Background: an optimization exercise with open tools, aiming at small area, a short achievable clock period and few clock cycles. Do not read the settings as production practice.
In this exercise RTL edits were held to simulation tests only and were not proved equivalent to the original.
Power figures rest on the tool's default switching activity, not on a simulated workload.

==> flow/design.v <==
module Instruction_Decoder(
  input        load,
  input  [2:0] in_n, in_m,    
  input  [2:0] ir_n, ir_m,    
  input        en_n, en_m,    
  input  [7:0] busy,          
  output [7:0] sel_n, sel_m,  
  output       fwd_n, fwd_m   
);
wire [7:0] dn = load ? (8'd1 << in_n) : (8'd1 << ir_n);
wire [7:0] dm = load ? (8'd1 << in_m) : (8'd1 << ir_m);
assign sel_n = dn & ~busy & {8{en_n}};
assign sel_m = dm & ~busy & {8{en_m}};
assign fwd_n = |(dn & busy) & en_n;
assign fwd_m = |(dm & busy) & en_m;
endmodule
module shifter(
  input  s,
  input  a0,
  input  a1,
  output y
);
assign y = s ? a1 : a0;
endmodule
module ALU(
  input  [15:0] p,       
  input  [15:0] g,       
  input         inv,     
  input         a15,     
  input         is_and,  
  input         wc,      
  input         cmp,     
  input  [15:0] c,       
  input  [2:0]  nvz,     
  output [15:0] res,     
  output [15:0] out_n,   
  output [2:0]  nvz_n    
);
wire [15:0] gl [0:4];
wire [15:0] pl [0:4];
assign gl[0] = g;
assign pl[0] = p;
genvar l, i;
generate
  for (l = 0; l < 4; l = l + 1) begin : lvl
    for (i = 0; i < 16; i = i + 1) begin : bt
      if (i >= (1 << l)) begin : comb
        assign gl[l+1][i] = gl[l][i] | (pl[l][i] & gl[l][i - (1 << l)]);
        assign pl[l+1][i] = pl[l][i] & pl[l][i - (1 << l)];
      end else begin : pass
        assign gl[l+1][i] = gl[l][i];
        assign pl[l+1][i] = pl[l][i];
      end
    end
  end
endgenerate
wire [15:0] cy = {gl[4][14:0], 1'b0};
wire [15:0] r0 = is_and ? g : (p ^ {16{inv}});
wire [15:0] r1 = is_and ? g : ~(p ^ {16{inv}});
wire [15:0] o0 = wc ? r0 : c;
wire [15:0] o1 = wc ? r1 : c;
genvar k;
generate
  for (k = 0; k < 16; k = k + 1) begin : sel
    shifter mr(.s(cy[k]), .a0(r0[k]), .a1(r1[k]), .y(res[k]));
    shifter mo(.s(cy[k]), .a0(o0[k]), .a1(o1[k]), .y(out_n[k]));
  end
endgenerate
wire n0 = cmp ? ~p[15] : nvz[2];
wire n1 = cmp ? p[15] : nvz[2];
wire v0 = cmp ? p[15] & (~p[15] ^ a15) : nvz[1];
wire v1 = cmp ? p[15] & (p[15] ^ a15) : nvz[1];
shifter mn(.s(cy[15]), .a0(n0), .a1(n1), .y(nvz_n[2]));
shifter mv(.s(cy[15]), .a0(v0), .a1(v1), .y(nvz_n[1]));
assign nvz_n[0] = cmp ? &p : nvz[0];
endmodule
module cpu(clk,reset,s,load,in,out,N,V,Z,w);
input clk, reset, s, load;
input [15:0] in;
output [15:0] out;
output N, V, Z, w;
reg [15:0] ir;
reg [15:0] R [0:7];
always @(posedge clk)
  if (load) ir <= in;
wire [15:0] ins = load ? in : ir;
wire [2:0] opcode = ins[15:13];
wire [1:0] op = ins[12:11];
wire [2:0] rn = ins[10:8];
wire [2:0] rd = ins[7:5];
wire [1:0] sh = ins[4:3];
wire [2:0] rm = ins[2:0];
wire go = s & ~reset;
wire is_movi = (opcode == 3'b110) & (op == 2'b10);
wire is_mov  = (opcode == 3'b110) & (op == 2'b00);
wire is_alu  = (opcode == 3'b101);
wire is_cmp  = is_alu & (op == 2'b01);
wire is_and  = is_alu & (op == 2'b10);
wire writes_c = is_mov | (is_alu & (op != 2'b01));
wire use_a   = is_alu & (op != 2'b11);    
wire inv     = is_alu & op[0];
reg [15:0] p2, g2;
reg a15_2, inv2, and2, wc2, cmp2;
reg [7:0] busy;
reg [15:0] c;
reg [2:0] nvz;
wire [15:0] res, out_n;
wire [2:0] nvz_n;
wire [7:0] sel_n, sel_m;
wire fwd_n, fwd_m;
Instruction_Decoder dec(.load(load), .in_n(in[10:8]), .in_m(in[2:0]),
  .ir_n(ir[10:8]), .ir_m(ir[2:0]), .en_n(1'b1), .en_m(~is_movi), .busy(busy),
  .sel_n(sel_n), .sel_m(sel_m), .fwd_n(fwd_n), .fwd_m(fwd_m));
reg [15:0] a, bs;
integer k;
always @(*) begin
  a  = {16{fwd_n}} & res;
  bs = {16{fwd_m}} & res;
  for (k = 0; k < 8; k = k + 1) begin
    a  = a  | ({16{sel_n[k]}} & R[k]);
    bs = bs | ({16{sel_m[k]}} & R[k]);
  end
end
reg  [15:0] b;
always @(*)
  case (sh)
    2'b00: b = bs;
    2'b01: b = {bs[14:0], 1'b0};
    2'b10: b = {1'b0, bs[15:1]};
    default: b = {bs[15], bs[15:1]};
  endcase
wire [15:0] x = is_movi ? {{8{ins[7]}}, ins[7:0]} : ((use_a ? a : 16'd0) ^ {16{inv}});
always @(posedge clk) begin
  p2    <= x ^ b;
  g2    <= x & b;
  a15_2 <= a[15];
  inv2  <= inv;
  and2  <= is_and;
  busy  <= (go & (is_movi | writes_c)) ? (8'd1 << (is_movi ? rn : rd)) : 8'd0;
  wc2   <= go & writes_c;
  cmp2  <= go & is_cmp;
end
ALU alu(.p(p2), .g(g2), .inv(inv2), .a15(a15_2), .is_and(and2), .wc(wc2),
        .cmp(cmp2), .c(c), .nvz(nvz), .res(res), .out_n(out_n), .nvz_n(nvz_n));
always @(posedge clk) begin
  for (k = 0; k < 8; k = k + 1)
    if (busy[k]) R[k] <= res;
  c   <= out_n;
  nvz <= nvz_n;
end
assign out = out_n;
assign {N, V, Z} = nvz_n;
assign w = 1'b1;
endmodule
==> flow/flow/run.sh <==
#!/bin/bash
# The standard layout, with plain buffers (rather than the delay cells
# buffer_ports picks by default) on the input and output ports.
set -euo pipefail
bash standard.sh BUFFER_PORTS_ARGS="-buffer_cell sky130_fd_sc_hd__buf_2" finish > standard.log 2>&1
==> flow/standard.sh <==
#!/bin/bash
# synth_recipe.tcl (not shown) runs the flow's synth.tcl, then flattens the netlist and writes it again
# the make line also repeats each setting of config.mk as NAME=value (left out here)
make -C /OpenROAD-flow-scripts/flow DESIGN_CONFIG=/design/flow/config.mk WORK_HOME=/design/flow/orfs CLKGATE_MAP_FILE= SYNTH_SCRIPT=/design/flow/synth_recipe.tcl "${@:-finish}"
==> flow/config.mk <==
export PLATFORM = sky130hd
export DESIGN_NAME = cpu
export DESIGN_NICKNAME = cpu
export VERILOG_FILES = /design/flow/design.v
export SDC_FILE = /design/flow/constraint.sdc
export NUM_CORES = 4
export LEC_CHECK = 0
export CAP_MARGIN = 20
export CORE_MARGIN = 2
export CORE_UTILIZATION = 40
export CTS_BUF_LIST = sky130_fd_sc_hd__clkbuf_8
export CTS_CLUSTER_DIAMETER = 60
export CTS_CLUSTER_SIZE = 20
export SETUP_SLACK_MARGIN = 2.5
export SLEW_MARGIN = 20
export SYNTH_HIERARCHICAL = 1
export TNS_END_PERCENT = 0
==> flow/constraint.sdc <==
create_clock -name core_clock -period 5.5 [get_ports {clk}]
set_input_delay 1.1000 -clock core_clock [delete_from_list [all_inputs] [get_ports {clk}]]
set_output_delay 1.1000 -clock core_clock [all_outputs]
set_load 0.01 [all_outputs]
==> out/metrics.cfg, run 1 <==
[timing]
final.min_clock_period_ns = 3.55
post-route-worst-setup-slack_ns = 1.95
timing.slew.headroom = 0.254
report.final.hold_viol_count = 0
setup_viol = 0
whs_ns = 0.522
slew_violations = 0
timing.final.crit_share = 0.646
setup_tns_ns = 0
clock.fmax_mhz = 281
worst-slew-pin-transition_ns = 1.12
clock_skew_ns = 0.0230
grt_setup_unrepaired = yes

[routing]
finalWirelength_mm = 28.1
router_iterations_before_antenna_repair = 8
route.detailed.drc = 0
drt-wirelength-per-cell_um = 22.1
initialDrtViolationCount = 880
ant_nets = 0
route.detailed.vias_per_inst = 5.95
num_vias = 7567

[clock_tree]
cts.htree.levels = 1
clkSinkCount = 208
cts_root_buf = sky130_fd_sc_hd__clkbuf_8
worst_setup_hold_path_clk_slew_ns = 0.09
postCtsHoldBufs = 0
cts_buffer_depth = 3
cts_made_buffers = 19
tritoncts_clock_tree = built
clock_latency_ns = 0.54

[yosys]
avgSynthCellArea_um2 = 12.0
synth-edff-count = 128
synth_cell_types = 60
yosys-top-cells-area = sky130_fd_sc_hd__edfxtp_1 (37%), sky130_fd_sc_hd__dfxtp_1 (15%), sky130_fd_sc_hd__mux2_4 (6.5%)
synthesis.instances = 869
synth_register_bits = 208
syn-cell-area_um2 = 10400
share_of_the_synthesized_area_in_the_top_cell_type = 0.369
yosys_most_used_dff = sky130_fd_sc_hd__edfxtp_1
synth.largest_area_cell = sky130_fd_sc_hd__edfxtp_1
async_reset_ff_frac = 0
synthesis.yosys.warnings = 9
seq_area_frac_synth = 0.523

[global_route]
antenna_found_initial = 0
grt_pass1_vias = 7259
grt_first_pass_wirelength_mm = 42.4
gr-usage-all-layers = 0.204
grt_max_degree = 49
grt.overflow.total = 0

[placed_design]
dpl_worst_slack_ns = 0.857
io_buffer_count = 38
globalplace.congestion = 0.806
dp_hpwl_mm = 18.3

[die]
die-height_um = 165
floorplan.die_area_um2 = 27300
top_ports = 40
floorplan.initialDensity = 0.403
die_w_um = 165
num_rows = 59
fp.coreArea_um2 = 25800

[setup_path]
rrSetupSlack_ns = 2.22
timing.critical_path.slowest_cell_delay_ns = 0.47
timing.critical_path.cells = buf_16, or3b_4, a221o_2, o21ai_4, o22ai_1, or2_4, buf_8, a222oi_1, nand3_1, mux2i_1, a21oi_1, ha_1
worst_setup_path_startpoint = load
worstPathMaxFanout = 8
worst-endpoint-arrival_ns = 3.97
timing.critical_path.to_type = flop
reg2reg_depth = 8
worstSetupPathType = input port to flop
endpoint_of_the_lowest_slack_register_to_register_path = p2[10]
timing.critical_path.depth = 12
cp-start-kind = input port
critPathRequiredTime_ns = 5.92
path_delay_family = compound AO/OA/AOI/OAI gates
worst_r2r_startpoint = busy[2]
crit_path_end = p2[12]
crit_path_top_delay_cell = sky130_fd_sc_hd__a221o_2
critical_path_buf_inv_count = 2

[min_path]
hold_start = nvz[0]
hold_path.class = flop to flop
number_of_cells_on_the_worst_hold_path = 1

[finish]
regArea_um2 = 5450
mostFrequentLayoutCell = sky130_fd_sc_hd__edfxtp_1
mostFrequentLayoutCells = sky130_fd_sc_hd__edfxtp_1 (128), sky130_fd_sc_hd__dfxtp_1 (75), sky130_fd_sc_hd__a22oi_1 (48)
num-fill-cells = 2328
layout-area-overhead-vs-synth_pct = 14.1
antenna_cells = 0
fin_nets = 961
multiInputGateArea_um2 = 4810
post_route_cells_drive_above_1_share = 0.272

[job]
maxCapViolations = 0

[power]
cellPowerDensity_nw_per_um2 = 362
cell_leakage_power_uw = 0.00458
peak_supply_drop_v = 0.000326

[outcome]
status = finished clean

==> cells in the mapped netlist (5+ instances only) <==
cell,instances
sky130_fd_sc_hd__buf_6,5
sky130_fd_sc_hd__nand2_1,17
sky130_fd_sc_hd__edfxtp_1,128
sky130_fd_sc_hd__xor2_1,29
sky130_fd_sc_hd__a22oi_1,48
sky130_fd_sc_hd__o21ai_1,10
sky130_fd_sc_hd__mux2_4,45
sky130_fd_sc_hd__buf_2,10
sky130_fd_sc_hd__dfxtp_1,80
sky130_fd_sc_hd__a22o_1,31
sky130_fd_sc_hd__mux2i_1,33
sky130_fd_sc_hd__a21o_1,19
sky130_fd_sc_hd__nand3_1,39
sky130_fd_sc_hd__clkbuf_1,35
sky130_fd_sc_hd__a221oi_1,19
sky130_fd_sc_hd__a222oi_1,32
sky130_fd_sc_hd__nor3_1,20
sky130_fd_sc_hd__nor2_1,47
sky130_fd_sc_hd__mux2_2,35
sky130_fd_sc_hd__o21ai_0,30
sky130_fd_sc_hd__nor3b_1,6
sky130_fd_sc_hd__ha_1,16
sky130_fd_sc_hd__and3b_1,6
sky130_fd_sc_hd__inv_1,32
sky130_fd_sc_hd__a21oi_1,44
==> per-module statistics from Yosys, one instance, submodules excluded <==
| module | flops+latches | copies in the design | cell area, um2 |
|---|---|---|---|
| Instruction_Decoder | 0 | 1 | 447 |
| ALU | 0 | 1 | 1290 |
| cpu | 208 | 1 | 8170 |
| shifter | 0 | 34 | 15.0 |
==> state kept, by name, indices dropped and copies added, names as in the netlist, 3 cells and up <==
register	count
ir	16
c	16
g2	16
R	128
nvz	3
p2	16
busy	8
==> layout make-up <==
| class | instances | share of cell area |
|---|---|---|
| clock buffer | 19 | 0.0220 |
| clock inverter | 14 | 0.0154 |
| inverter | 33 | 0.0104 |
| multi-input combinational | 575 | 0.405 |
| sequential | 208 | 0.459 |
| tap | 335 | 0.0353 |
| timing repair buffer | 88 | 0.0529 |
==> metrics by stage <==
step / std cells / cell area, um2 / total power [uW] / utilization
final: 1272 / 11900 / 4300 / 0.460
after detailed placement: 1216 / 11100 / 3210 / 0.429
after floorplan: 874 / 10500 / 2880 / -
after global routing: 1272 / 11900 / 4530 / 0.460
after CTS: 1269 / 11800 / 4330 / 0.458
after global placement: 1216 / 11100 / 3190 / 0.429
==> timing repair <==
action,4_1_cts,5_1_grt
setup endpoints to repair,51,51
setup buffers,19,2
resized for setup,35,2
pin swaps,16,5
cloned,1,0
==> logic make-up after synthesis <==
group	count (synthesis)	share of synthesized area
xor gates and xnor gates	30	0.0259
AOI/OAI and AO/OA	251	0.178
muxes	115	0.138
buffers and inverters	91	0.0404
DFF	208	0.523
other	2	0.000721
and+or+nand+nor	156	0.0753
adders and majority gates	16	0.0192
==> power by group <==
part           total, uW  switching, uW  internal, uW
sequential          2020            110          1910
clock               1060            605           458
combinational       1230            657           569
==> worst min-delay path by stage <==
stage | end | slack, ns
after CTS | nvz[0] | 0.51
after global routing | nvz[0] | 0.54
after detailed placement | nvz[0] | 0.48
after global placement | nvz[0] | 0.49
final | nvz[0] | 0.52
after floorplan | ir[5] | 0.47
==> metal layers <==
layer | track usage | share of wire
met1 | 0.273 | 0.42
met3 | 0.0292 | 0.077
met4 | 0.0647 | 0.027
met2 | 0.344 | 0.48
met5 | 0 | 0
Testbench counts, summed over its fixed seeds: cycles 24,064.
==> run 2, diff against run 1 <==
--- a/flow/design.v
+++ b/flow/design.v
@@ -30,6 +30,7 @@
   input         is_and,  
   input         wc,      
   input         cmp,     
+  input         movi,    
   input  [15:0] c,       
   input  [2:0]  nvz,     
   output [15:0] res,     
@@ -56,16 +57,15 @@
 endgenerate
 wire [15:0] cy = {gl[4][14:0], 1'b0};
 wire [15:0] r0 = is_and ? g : (p ^ {16{inv}});
-wire [15:0] r1 = is_and ? g : ~(p ^ {16{inv}});
 wire [15:0] o0 = wc ? r0 : c;
-wire [15:0] o1 = wc ? r1 : c;
+wire [15:0] o1 = wc ? (is_and ? g : ~r0) : c;
 genvar k;
 generate
   for (k = 0; k < 16; k = k + 1) begin : sel
-    shifter mr(.s(cy[k]), .a0(r0[k]), .a1(r1[k]), .y(res[k]));
     shifter mo(.s(cy[k]), .a0(o0[k]), .a1(o1[k]), .y(out_n[k]));
   end
 endgenerate
+assign res = movi ? p : out_n;
 wire n0 = cmp ? ~p[15] : nvz[2];
 wire n1 = cmp ? p[15] : nvz[2];
 wire v0 = cmp ? p[15] & (~p[15] ^ a15) : nvz[1];
@@ -100,12 +100,13 @@
 wire use_a   = is_alu & (op != 2'b11);    
 wire inv     = is_alu & op[0];
 reg [15:0] p2, g2;
-reg a15_2, inv2, and2, wc2, cmp2;
-reg [7:0] busy;
+reg a15_2, inv2, and2, wr2, wc2, cmp2, movi2;
+reg [2:0] wa2;
 reg [15:0] c;
 reg [2:0] nvz;
 wire [15:0] res, out_n;
 wire [2:0] nvz_n;
+wire [7:0] busy = {8{wr2}} & (8'd1 << wa2);
 wire [7:0] sel_n, sel_m;
 wire fwd_n, fwd_m;
 Instruction_Decoder dec(.load(load), .in_n(in[10:8]), .in_m(in[2:0]),
@@ -136,15 +137,16 @@
   a15_2 <= a[15];
   inv2  <= inv;
   and2  <= is_and;
-  busy  <= (go & (is_movi | writes_c)) ? (8'd1 << (is_movi ? rn : rd)) : 8'd0;
+  wr2   <= go & (is_movi | writes_c);
   wc2   <= go & writes_c;
   cmp2  <= go & is_cmp;
+  movi2 <= is_movi;
+  wa2   <= is_movi ? rn : rd;
 end
 ALU alu(.p(p2), .g(g2), .inv(inv2), .a15(a15_2), .is_and(and2), .wc(wc2),
-        .cmp(cmp2), .c(c), .nvz(nvz), .res(res), .out_n(out_n), .nvz_n(nvz_n));
+        .cmp(cmp2), .movi(movi2), .c(c), .nvz(nvz), .res(res), .out_n(out_n), .nvz_n(nvz_n));
 always @(posedge clk) begin
-  for (k = 0; k < 8; k = k + 1)
-    if (busy[k]) R[k] <= res;
+  if (wr2) R[wa2] <= res;
   c   <= out_n;
   nvz <= nvz_n;
 end
==> run 2 against run 1 <==
Flip-flop and latch count down 3. Die area decreased by 1.4%. Global-route usage is 1.4 points higher. Combinational power barely moved. Wire length increased by 5.2%. Register-to-register slack worse by 0.25 ns. First-iteration DRC count rose by 21%. Setup slack got worse by 0.076 ns. Synthesized cell count is 5.9% higher. Largest power group unchanged. Highest routed layer unchanged.
==> out/metrics.cfg, run 2 <==
[clock_tree]
cts_made_buffers = 17  ; -2
cts_root_buf = sky130_fd_sc_hd__clkbuf_8
clock_latency_ns = 0.53  ; about the same
worst_setup_hold_path_clk_slew_ns = 0.11  ; +0.02 ns
tritoncts_clock_tree = built
cts.htree.levels = 1  ; unchanged
cts_buffer_depth = 3  ; unchanged
clkSinkCount = 205  ; -1.4%

[timing]
slew_violations = 0  ; unchanged
setup_tns_ns = 0  ; unchanged
clock.fmax_mhz = 276  ; -2.1%
timing.final.crit_share = 0.660  ; +0.0138
timing.slew.headroom = 0.309  ; +0.0551
setup_viol = 0  ; unchanged
report.final.hold_viol_count = 0  ; unchanged
grt_setup_unrepaired = yes
worst-slew-pin-transition_ns = 1.03  ; -0.0868 ns
clock_skew_ns = 0.0157  ; -0.00734 ns
final.min_clock_period_ns = 3.63  ; +0.0757 ns

[yosys]
avgSynthCellArea_um2 = 11.2  ; -6.9%
async_reset_ff_frac = 0  ; unchanged
synthesis.instances = 920  ; +5.9%
post_synth_mux_area_share = 0.113  ; -0.0246
synth-compound-area-share = 0.185  ; +0.00766
synth_xor_xnor_area_share = 0.0137  ; -0.0123
synthesis.yosys.warnings = 8  ; -1
share_of_the_synthesized_area_in_the_top_cell_type = 0.375  ; +0.00554
synthAdderAreaFrac = 0.0195  ; +0.000288
synth_register_bits = 205  ; -1.4%
synth.largest_area_cell = sky130_fd_sc_hd__edfxtp_1
post_synth_and_or_nand_nor_area_fraction = 0.106  ; +0.0310
yosys-top-cells-area = sky130_fd_sc_hd__edfxtp_1 (37%), sky130_fd_sc_hd__dfxtp_1 (15%), sky130_fd_sc_hd__a22oi_1 (6.1%)
yosys-top-cells-count = sky130_fd_sc_hd__edfxtp_1 (128), sky130_fd_sc_hd__a22oi_1 (83), sky130_fd_sc_hd__dfxtp_1 (77), sky130_fd_sc_hd__a21oi_1 (71), sky130_fd_sc_hd__nor2_1 (63)
synth_cell_types = 55  ; -8.3%
yosys_most_used_dff = sky130_fd_sc_hd__edfxtp_1
synth-edff-count = 128  ; unchanged
seq_area_frac_synth = 0.525  ; +0.00199
post-synth-top-count-cell = sky130_fd_sc_hd__edfxtp_1
main_combinational_cell_family_by_area_after_synthesis = compound AO/OA/AOI/OAI gates
syn-cell-area_um2 = 10300  ; -1.5%

[finish]
largest_register_ff_count = 128  ; unchanged
mostFrequentLayoutCells = sky130_fd_sc_hd__edfxtp_1 (128), sky130_fd_sc_hd__a22oi_1 (74), sky130_fd_sc_hd__dfxtp_1 (70)
layout-area-overhead-vs-synth_pct = 11.6
fin_nets = 993  ; +3.3%
final_core_utilization = 0.455  ; -0.00507
mostFrequentLayoutCell = sky130_fd_sc_hd__edfxtp_1
top_register = R
antenna_cells = 0  ; unchanged
post_route_cells_drive_above_1_share = 0.238  ; -0.0338

[setup_path]
worst-endpoint-arrival_ns = 2.53  ; -1.44 ns
cp-start-kind = flop
reg2reg_depth = 13  ; +5
worstPathMaxFanout = 5  ; -3
rrSetupSlack_ns = 1.97  ; -0.25 ns
critPathRequiredTime_ns = 4.40  ; -1.52 ns
worstSetupPathType = flop to output port
endpoint_of_the_lowest_slack_register_to_register_path = p2[15]
worst_r2r_startpoint = p2[2]
timing.critical_path.to_type = output port

[power]
cellPowerDensity_nw_per_um2 = 360  ; -0.66%
cell_leakage_power_uw = 0.00438  ; -4.3%
peak_supply_drop_v = 0.000233  ; -29%

[die]
floorplan.die_area_um2 = 27000  ; -1.4%
die-height_um = 164  ; -0.72%
top_ports = 40  ; unchanged
floorplan.initialDensity = 0.407  ; +0.00438
fp.coreArea_um2 = 25200  ; -2.5%
num_rows = 58  ; -1.7%
die_w_um = 164  ; -0.72%

[global_route]
grt_pass1_vias = 7687  ; +5.9%
grt.overflow.total = 0  ; unchanged
grt_first_pass_wirelength_mm = 44.8  ; +5.7%
antenna_found_initial = 0  ; unchanged
grt_max_degree = 49  ; unchanged
gr-usage-all-layers = 0.218  ; +0.0139

[min_path]
number_of_cells_on_the_worst_hold_path = 2  ; +1
hold-path-endpoint = ir[14]
hold_start = ir[14]
hold_path.class = flop to flop

[outcome]
status = finished clean

[routing]
router_iterations_before_antenna_repair = 6  ; -2
route.detailed.drc = 0  ; unchanged
ant_nets = 0  ; unchanged
drt-wirelength-per-cell_um = 22.8  ; +3.4%
finalWirelength_mm = 29.5  ; +5.2%
route.detailed.vias_per_inst = 6.06  ; +1.9%
num_vias = 7852  ; +3.8%
initialDrtViolationCount = 1067  ; +21%

[placed_design]
io_buffer_count = 38  ; unchanged
globalplace.congestion = 0.877  ; +8.8%
dp_hpwl_mm = 20.0  ; +9.3%

[job]
maxCapViolations = 0  ; unchanged

-- run 2: cell types whose count changed after synthesis, moves of 14 or more --
cell	delta
sky130_fd_sc_hd__o22ai_1	+15
sky130_fd_sc_hd__a21o_1	-14
sky130_fd_sc_hd__nor2_1	+16
sky130_fd_sc_hd__o21ai_0	-19
sky130_fd_sc_hd__mux2_4	-24
sky130_fd_sc_hd__nand2_1	+43
sky130_fd_sc_hd__a21oi_1	+27
sky130_fd_sc_hd__a22oi_1	+35
sky130_fd_sc_hd__a221oi_1	-18
-- run 2: per-stage QoR --
step                      total power [uW]  hold slack [ns]  worst slack, ns  cell area (um2)  cells
after floorplan                       2840            0.462             1.97            10400    924
after global placement                3200            0.491            0.893            11000   1261
after detailed placement              3220            0.486            0.776            11000   1261
after CTS                             4120            0.519             1.87            11400   1295
after global routing                  4330            0.534             1.79            11500   1295
final                                 4120            0.512             1.87            11500   1295
-- run 2: area by class of cell --
class | count | area (um2)
clock inverters | 10 | 92.6
inverters | 24 | 95.1
well taps | 330 | 413
flip-flops and latches | 205 | 5400
multi-input cells | 633 | 4720
fillers | 2289 | 13700
clock buffers | 17 | 234
repair buffers | 76 | 500
-- run 2: Yosys stat by module (local to each module, per instance) --
module               cell area, um2  cells inside  flip-flops and latches  copies in the design
cpu                            8270           631                     205                     1
ALU                            1270           211                       0                     1
shifter                        15.0             1                       0                    18
Instruction_Decoder             447            60                       0                     1
-- run 2: where the power goes --
group          internal, uW  leakage, uW  total [uW]  switching, uW
Combinational           486      0.00241        1210            722
Clock                   319     0.000168         877            558
Sequential             1920      0.00180        2040            116
-- run 2: worst max-delay path, cell delays in order, from the launching register on --
cell                      delay, ns
sky130_fd_sc_hd__dfxtp_4       0.39
sky130_fd_sc_hd__a21oi_4       0.16
sky130_fd_sc_hd__a21oi_2       0.08
sky130_fd_sc_hd__o32a_4        0.33
sky130_fd_sc_hd__a21o_1        0.19
sky130_fd_sc_hd__a221o_1       0.39
sky130_fd_sc_hd__mux2_4        0.34
sky130_fd_sc_hd__buf_6         0.12
-- run 2: repair_timing --
| action | CTS | global route |
|---|---|---|
| pin swaps | 5 | 1 |
| buffers inserted | 7 | 0 |
| endpoints found under the setup margin | 51 | 52 |
| hold buffers | 0 | 0 |
| gates resized for setup | 18 | 2 |
| cloned | 0 | 0 |
-- run 2: logic make-up after synthesis --
group / Yosys count
muxes: 96
and+or+nand+nor: 229
other: 2
adders and majority gates: 16
xor gates and xnor gates: 16
DFF: 205
AOI/OAI and AO/OA: 270
buffers and inverters: 86
-- run 2: worst max-delay path by stage --
stage / to / depth (start not counted) / slack [ns] / from
2_1_floorplan: p2[15] / 14 / 1.97 / load
3_3_place_gp: p2[14] / 11 / 0.89 / load
3_5_place_dp: p2[14] / 11 / 0.78 / load
4_1_cts: V / 7 / 1.87 / p2[2]
5_1_grt: out[15] / 7 / 1.79 / p2[2]
6_report: out[15] / 7 / 1.87 / p2[2]
-- run 2: layer usage --
layer  GRT usage  vias to the layer above  wire (um)
li1            -                     3605          -
met1       0.299                     3777      12800
met2       0.351                      380      13400
met3      0.0303                       90       2430
met4      0.0837                        0        960
met5           0                        -          0
Testbench counts of run 2, summed over its fixed seeds: cycles 24,064.
==> run 3, diff against run 2 <==
--- a/flow/design.v
+++ b/flow/design.v
@@ -1,5 +1,5 @@
 module Instruction_Decoder(
-  input        load,
+  input        pend,
   input  [2:0] in_n, in_m,    
   input  [2:0] ir_n, ir_m,    
   input        en_n, en_m,    
@@ -7,8 +7,8 @@
   output [7:0] sel_n, sel_m,  
   output       fwd_n, fwd_m   
 );
-wire [7:0] dn = load ? (8'd1 << in_n) : (8'd1 << ir_n);
-wire [7:0] dm = load ? (8'd1 << in_m) : (8'd1 << ir_m);
+wire [7:0] dn = pend ? (8'd1 << ir_n) : (8'd1 << in_n);
+wire [7:0] dm = pend ? (8'd1 << ir_m) : (8'd1 << in_m);
 assign sel_n = dn & ~busy & {8{en_n}};
 assign sel_m = dm & ~busy & {8{en_m}};
 assign fwd_n = |(dn & busy) & en_n;
@@ -81,16 +81,19 @@
 output N, V, Z, w;
 reg [15:0] ir;
 reg [15:0] R [0:7];
-always @(posedge clk)
+reg pending;
+always @(posedge clk) begin
   if (load) ir <= in;
-wire [15:0] ins = load ? in : ir;
+  pending <= s & ~load & ~reset;
+end
+wire [15:0] ins = pending ? ir : in;
 wire [2:0] opcode = ins[15:13];
 wire [1:0] op = ins[12:11];
 wire [2:0] rn = ins[10:8];
 wire [2:0] rd = ins[7:5];
 wire [1:0] sh = ins[4:3];
 wire [2:0] rm = ins[2:0];
-wire go = s & ~reset;
+wire go = ((s & load) | pending) & ~reset;
 wire is_movi = (opcode == 3'b110) & (op == 2'b10);
 wire is_mov  = (opcode == 3'b110) & (op == 2'b00);
 wire is_alu  = (opcode == 3'b101);
@@ -109,7 +112,7 @@
 wire [7:0] busy = {8{wr2}} & (8'd1 << wa2);
 wire [7:0] sel_n, sel_m;
 wire fwd_n, fwd_m;
-Instruction_Decoder dec(.load(load), .in_n(in[10:8]), .in_m(in[2:0]),
+Instruction_Decoder dec(.pend(pending), .in_n(in[10:8]), .in_m(in[2:0]),
   .ir_n(ir[10:8]), .ir_m(ir[2:0]), .en_n(1'b1), .en_m(~is_movi), .busy(busy),
   .sel_n(sel_n), .sel_m(sel_m), .fwd_n(fwd_n), .fwd_m(fwd_m));
 reg [15:0] a, bs;
@@ -152,5 +155,5 @@
 end
 assign out = out_n;
 assign {N, V, Z} = nvz_n;
-assign w = 1'b1;
+assign w = ~pending;
 endmodule
==> run 3 against run 2 <==
Core utilization is 0.56 points higher. Wire length increased by 1.9%. Register-to-register slack got worse by 0.06 ns. Flip-flop and latch count is 1 higher. Final cell count fell by 1.5%. Critical path type unchanged.
==> out/metrics.cfg, run 3 <==
[outcome]
status = finished clean

[die]
die_w_um = 165  ; +0.31%
floorplan.initialDensity = 0.409  ; +0.00141
die-height_um = 165  ; +0.31%
fp.coreArea_um2 = 25300  ; +0.29%
top_ports = 40  ; unchanged
num_rows = 58  ; unchanged
floorplan.die_area_um2 = 27100  ; +0.62%

[routing]
route.detailed.drc = 0  ; unchanged
router_iterations_before_antenna_repair = 9  ; +3
drt-wirelength-per-cell_um = 23.6  ; +3.5%
route.detailed.vias_per_inst = 6.16  ; +1.6%
ant_nets = 0  ; unchanged
initialDrtViolationCount = 986  ; -7.6%
finalWirelength_mm = 30.1  ; +1.9%
num_vias = 7852  ; unchanged

[placed_design]
globalplace.congestion = 0.869  ; -0.95%
dp_hpwl_mm = 19.8  ; -0.96%
dpl_worst_slack_ns = 1.36  ; +0.581 ns
dpl.cell_count = 1236  ; -2.0%
io_buffer_count = 39  ; +2.6%

[timing]
setup_tns_ns = 0  ; unchanged
setup_viol = 0  ; unchanged
report.final.hold_viol_count = 0  ; unchanged
grt_setup_unrepaired = yes
clock_skew_ns = 0.0317  ; +0.0161 ns
clock.fmax_mhz = 277  ; +0.52%
final.min_clock_period_ns = 3.61  ; -0.0189 ns
worst-slew-pin-transition_ns = 1.12  ; +0.0882 ns
timing.slew.headroom = 0.252  ; -0.0575
slew_violations = 0  ; unchanged
timing.final.crit_share = 0.656  ; -0.00344
post-route-worst-setup-slack_ns = 1.89  ; +0.0189 ns

[yosys]
synthesis.yosys.warnings = 8  ; unchanged
syn-cell-area_um2 = 10300  ; +0.63%
synth_cell_types = 61  ; +11%
synth-edff-count = 144  ; +13%
seq_area_frac_synth = 0.539  ; +0.0141
share_of_the_synthesized_area_in_the_top_cell_type = 0.419  ; +0.0442
synthesis.instances = 894  ; -2.8%
synth_register_bits = 206  ; +0.49%
avgSynthCellArea_um2 = 11.6  ; +3.6%
yosys_most_used_dff = sky130_fd_sc_hd__edfxtp_1
async_reset_ff_frac = 0  ; unchanged
post-synth-top-count-cell = sky130_fd_sc_hd__edfxtp_1
yosys-top-cells-area = sky130_fd_sc_hd__edfxtp_1 (42%), sky130_fd_sc_hd__dfxtp_1 (12%), sky130_fd_sc_hd__a22oi_1 (6.3%)
yosys-top-cells-count = sky130_fd_sc_hd__edfxtp_1 (144), sky130_fd_sc_hd__a22oi_1 (86), sky130_fd_sc_hd__a21oi_1 (65), sky130_fd_sc_hd__nor2_1 (63), sky130_fd_sc_hd__dfxtp_1 (62)
synth.largest_area_cell = sky130_fd_sc_hd__edfxtp_1

[setup_path]
worstPathMaxFanout = 5  ; unchanged
timing.critical_path.to_type = output port
timing.critical_path.cells = a21oi_2, nor2b_2, o32a_4, a21o_1, a221o_1, mux2_4, buf_6
worst_r2r_startpoint = p2[4]
worstSetupPathType = flop to output port
endpoint_of_the_lowest_slack_register_to_register_path = p2[15]
reg2reg_depth = 12  ; -1
crit_path_top_delay_cell = sky130_fd_sc_hd__dfxtp_4
critPathRequiredTime_ns = 4.40  ; about the same
worst-endpoint-arrival_ns = 2.51  ; -0.02 ns
rrSetupSlack_ns = 1.91  ; -0.06 ns
cp-start-kind = flop
timing.critical_path.slowest_cell_delay_ns = 0.38  ; about the same

[clock_tree]
cts_buffer_depth = 3  ; unchanged
tritoncts_clock_tree = built
cts_root_buf = sky130_fd_sc_hd__clkbuf_8
clkSinkCount = 206  ; +0.49%
cts_made_buffers = 18  ; +1
clock_latency_ns = 0.54  ; about the same
cts.htree.levels = 1  ; unchanged
worst_setup_hold_path_clk_slew_ns = 0.11  ; about the same

[finish]
mostFrequentLayoutCell = sky130_fd_sc_hd__edfxtp_1
antenna_cells = 0  ; unchanged
fin_nets = 970  ; -2.3%
layout-area-overhead-vs-synth_pct = 12.6
num-fill-cells = 2255  ; -1.5%
final-instance-count-excl-fill = 1275  ; -1.5%
mostFrequentLayoutCells = sky130_fd_sc_hd__edfxtp_1 (144), sky130_fd_sc_hd__a22oi_1 (86), sky130_fd_sc_hd__a21oi_1 (63), sky130_fd_sc_hd__nor2_1 (63), sky130_fd_sc_hd__dfxtp_1 (55)
largest_register_ff_count = 128  ; unchanged
multiInputGateArea_um2 = 4640  ; -1.7%
top_register = R
post_route_cells_drive_above_1_share = 0.217  ; -0.0214
regArea_um2 = 5580  ; +3.4%

[power]
cellPowerDensity_nw_per_um2 = 352  ; -2.1%
peak_supply_drop_v = 0.000308  ; +32%
cell_leakage_power_uw = 0.00419  ; -4.3%

[global_route]
antenna_found_initial = 0  ; unchanged
grt.overflow.total = 0  ; unchanged
gr-usage-all-layers = 0.220  ; +0.00154
grt_max_degree = 36  ; -27%
grt_pass1_vias = 7426  ; -3.4%
grt_first_pass_wirelength_mm = 45.0  ; +0.51%

[min_path]
number_of_cells_on_the_worst_hold_path = 1  ; -1
hold_start = nvz[0]
hold-path-endpoint = nvz[0]
hold_path.class = flop to flop

[job]
maxCapViolations = 0  ; unchanged

[run 3: cell types whose count changed after synthesis, moves of 7 or more]
| cell | change |
|---|---|
| sky130_fd_sc_hd__nand2_1 | -18 |
| sky130_fd_sc_hd__edfxtp_1 | +16 |
| sky130_fd_sc_hd__dfxtp_1 | -15 |
| sky130_fd_sc_hd__nand3_1 | -23 |
| sky130_fd_sc_hd__mux2_2 | -9 |
| sky130_fd_sc_hd__nand4_1 | +14 |
| sky130_fd_sc_hd__o21ba_1 | +8 |
| sky130_fd_sc_hd__a22o_1 | -7 |
| sky130_fd_sc_hd__and3_1 | +7 |
| sky130_fd_sc_hd__o21ai_0 | +7 |
| sky130_fd_sc_hd__nor3_1 | +9 |
[run 3: per-layer routing]
layer | track usage | vias up | part of all wire
met5 | 0 | - | 0
met4 | 0.0711 | 0 | 0.029
met3 | 0.0437 | 85 | 0.098
met2 | 0.356 | 432 | 0.46
met1 | 0.297 | 3738 | 0.42
li1 | - | 3597 | -
[run 3: area by class of cell]
type                    instances  area share
repair buffers                 74      0.0430
clock inverters                12      0.0125
flip-flops and latches        206       0.480
multi-input cells             613       0.399
inverters                      21     0.00721
clock buffers                  19      0.0225
well taps                     330      0.0355
[run 3: report_power, final]
group	internal, uW	leakage (uW)	switching [uW]
logic	430	0.00215	634
clock network	409	0.000206	593
registers	1930	0.00184	102
[run 3: cells by family (layout without fill, tap and decap cells)]
| family | count (synthesis) | count (layout) | share of synthesized area |
|---|---|---|---|
| xor+xnor | 16 | 16 | 0.0136 |
| other cells | 2 | 5 | 0.000727 |
| fa+ha+maj | 16 | 16 | 0.0194 |
| buf+inv | 78 | 126 | 0.0317 |
| simple gates | 226 | 226 | 0.114 |
| compound gates | 267 | 267 | 0.185 |
| flops | 206 | 206 | 0.539 |
| mux | 83 | 83 | 0.0965 |
[run 3: per-module statistics from Yosys, one instance, submodules excluded]
module               cells inside  area [um2]  flip-flops and latches
Instruction_Decoder            60         447                       0
cpu                           605        8340                     206
ALU                           211        1270                       0
shifter                         1        15.0                       0
[run 3: per-stage QoR]
stage / hold slack [ns] / utilization / area, um2 / total power, uW
6_report: 0.500 / 0.460 / 11600 / 4100
5_1_grt: 0.530 / 0.460 / 11600 / 4300
4_1_cts: 0.502 / 0.459 / 11600 / 4100
3_5_place_dp: 0.467 / 0.438 / 11100 / 3080
3_3_place_gp: 0.472 / 0.438 / 11100 / 3060
2_1_floorplan: 0.489 / - / 10400 / 2730
[run 3: worst max-delay path by stage]
| stage | slack (ns) | startpoint | to | cells past startpoint |
|---|---|---|---|---|
| after floorplan | 2.08 | in[11] | p2[14] | 12 |
| after global placement | 1.38 | in[13] | p2[8] | 13 |
| after detailed placement | 1.36 | in[13] | p2[8] | 13 |
| after CTS | 1.83 | p2[2] | out[15] | 7 |
| after global routing | 1.80 | p2[4] | out[15] | 7 |
| final | 1.89 | p2[4] | out[15] | 7 |
[run 3: critical path, delay by kind of cell (launching register included)]
family          cells  cell delay, ns
compound gates      4            1.06
flops               1            0.38
mux                 1            0.35
buf+inv             1            0.13
simple gates        1            0.06
[run 3: repair_timing]
item | 4_1_cts | 5_1_grt
gates cloned | 0 | 0
gates resized for setup | 9 | 9
hold buffers | 0 | 0
pin swaps | 5 | 5
setup endpoints to repair | 52 | 52
setup buffers | 7 | 1
Testbench counts of run 3, summed over its fixed seeds: cycles 24,064.

re-timing with driven ports:
How much do the figures lean on ideal ports? The routed layouts below were timed once more, with nothing changed but the port constraints.
Step 1 assumes that a clkbuf_16 drives the clock port and a buf_2 every other input.
Step 2 adds t to the input delays and takes it off the output delays; t is the mean of the earliest and latest rising clock arrival at the registers after step 1. Input paths then give back, and output paths get back, about the clock's delay inside the block.
a / b / c = ideal / step 1 / step 2; a / b = the first two.
run | t, ns | setup slack, ns | worst data-port slew with drivers (ns) | pins driven straight from the clock port
run 1 | 0.572 | 1.947 / 1.906 / 1.334 | 0.12 | 1
run 2 | 0.567 | 1.871 / 1.827 / 1.333 | 0.04 | 1
run 3 | 0.571 | 1.890 / 1.847 / 1.409 | 0.03 | 1
After both steps setup and hold are still met in every run listed. The setup slack of run 1, which loses most, moves by -0.041 ns with the drivers and by -0.613 ns with both steps.
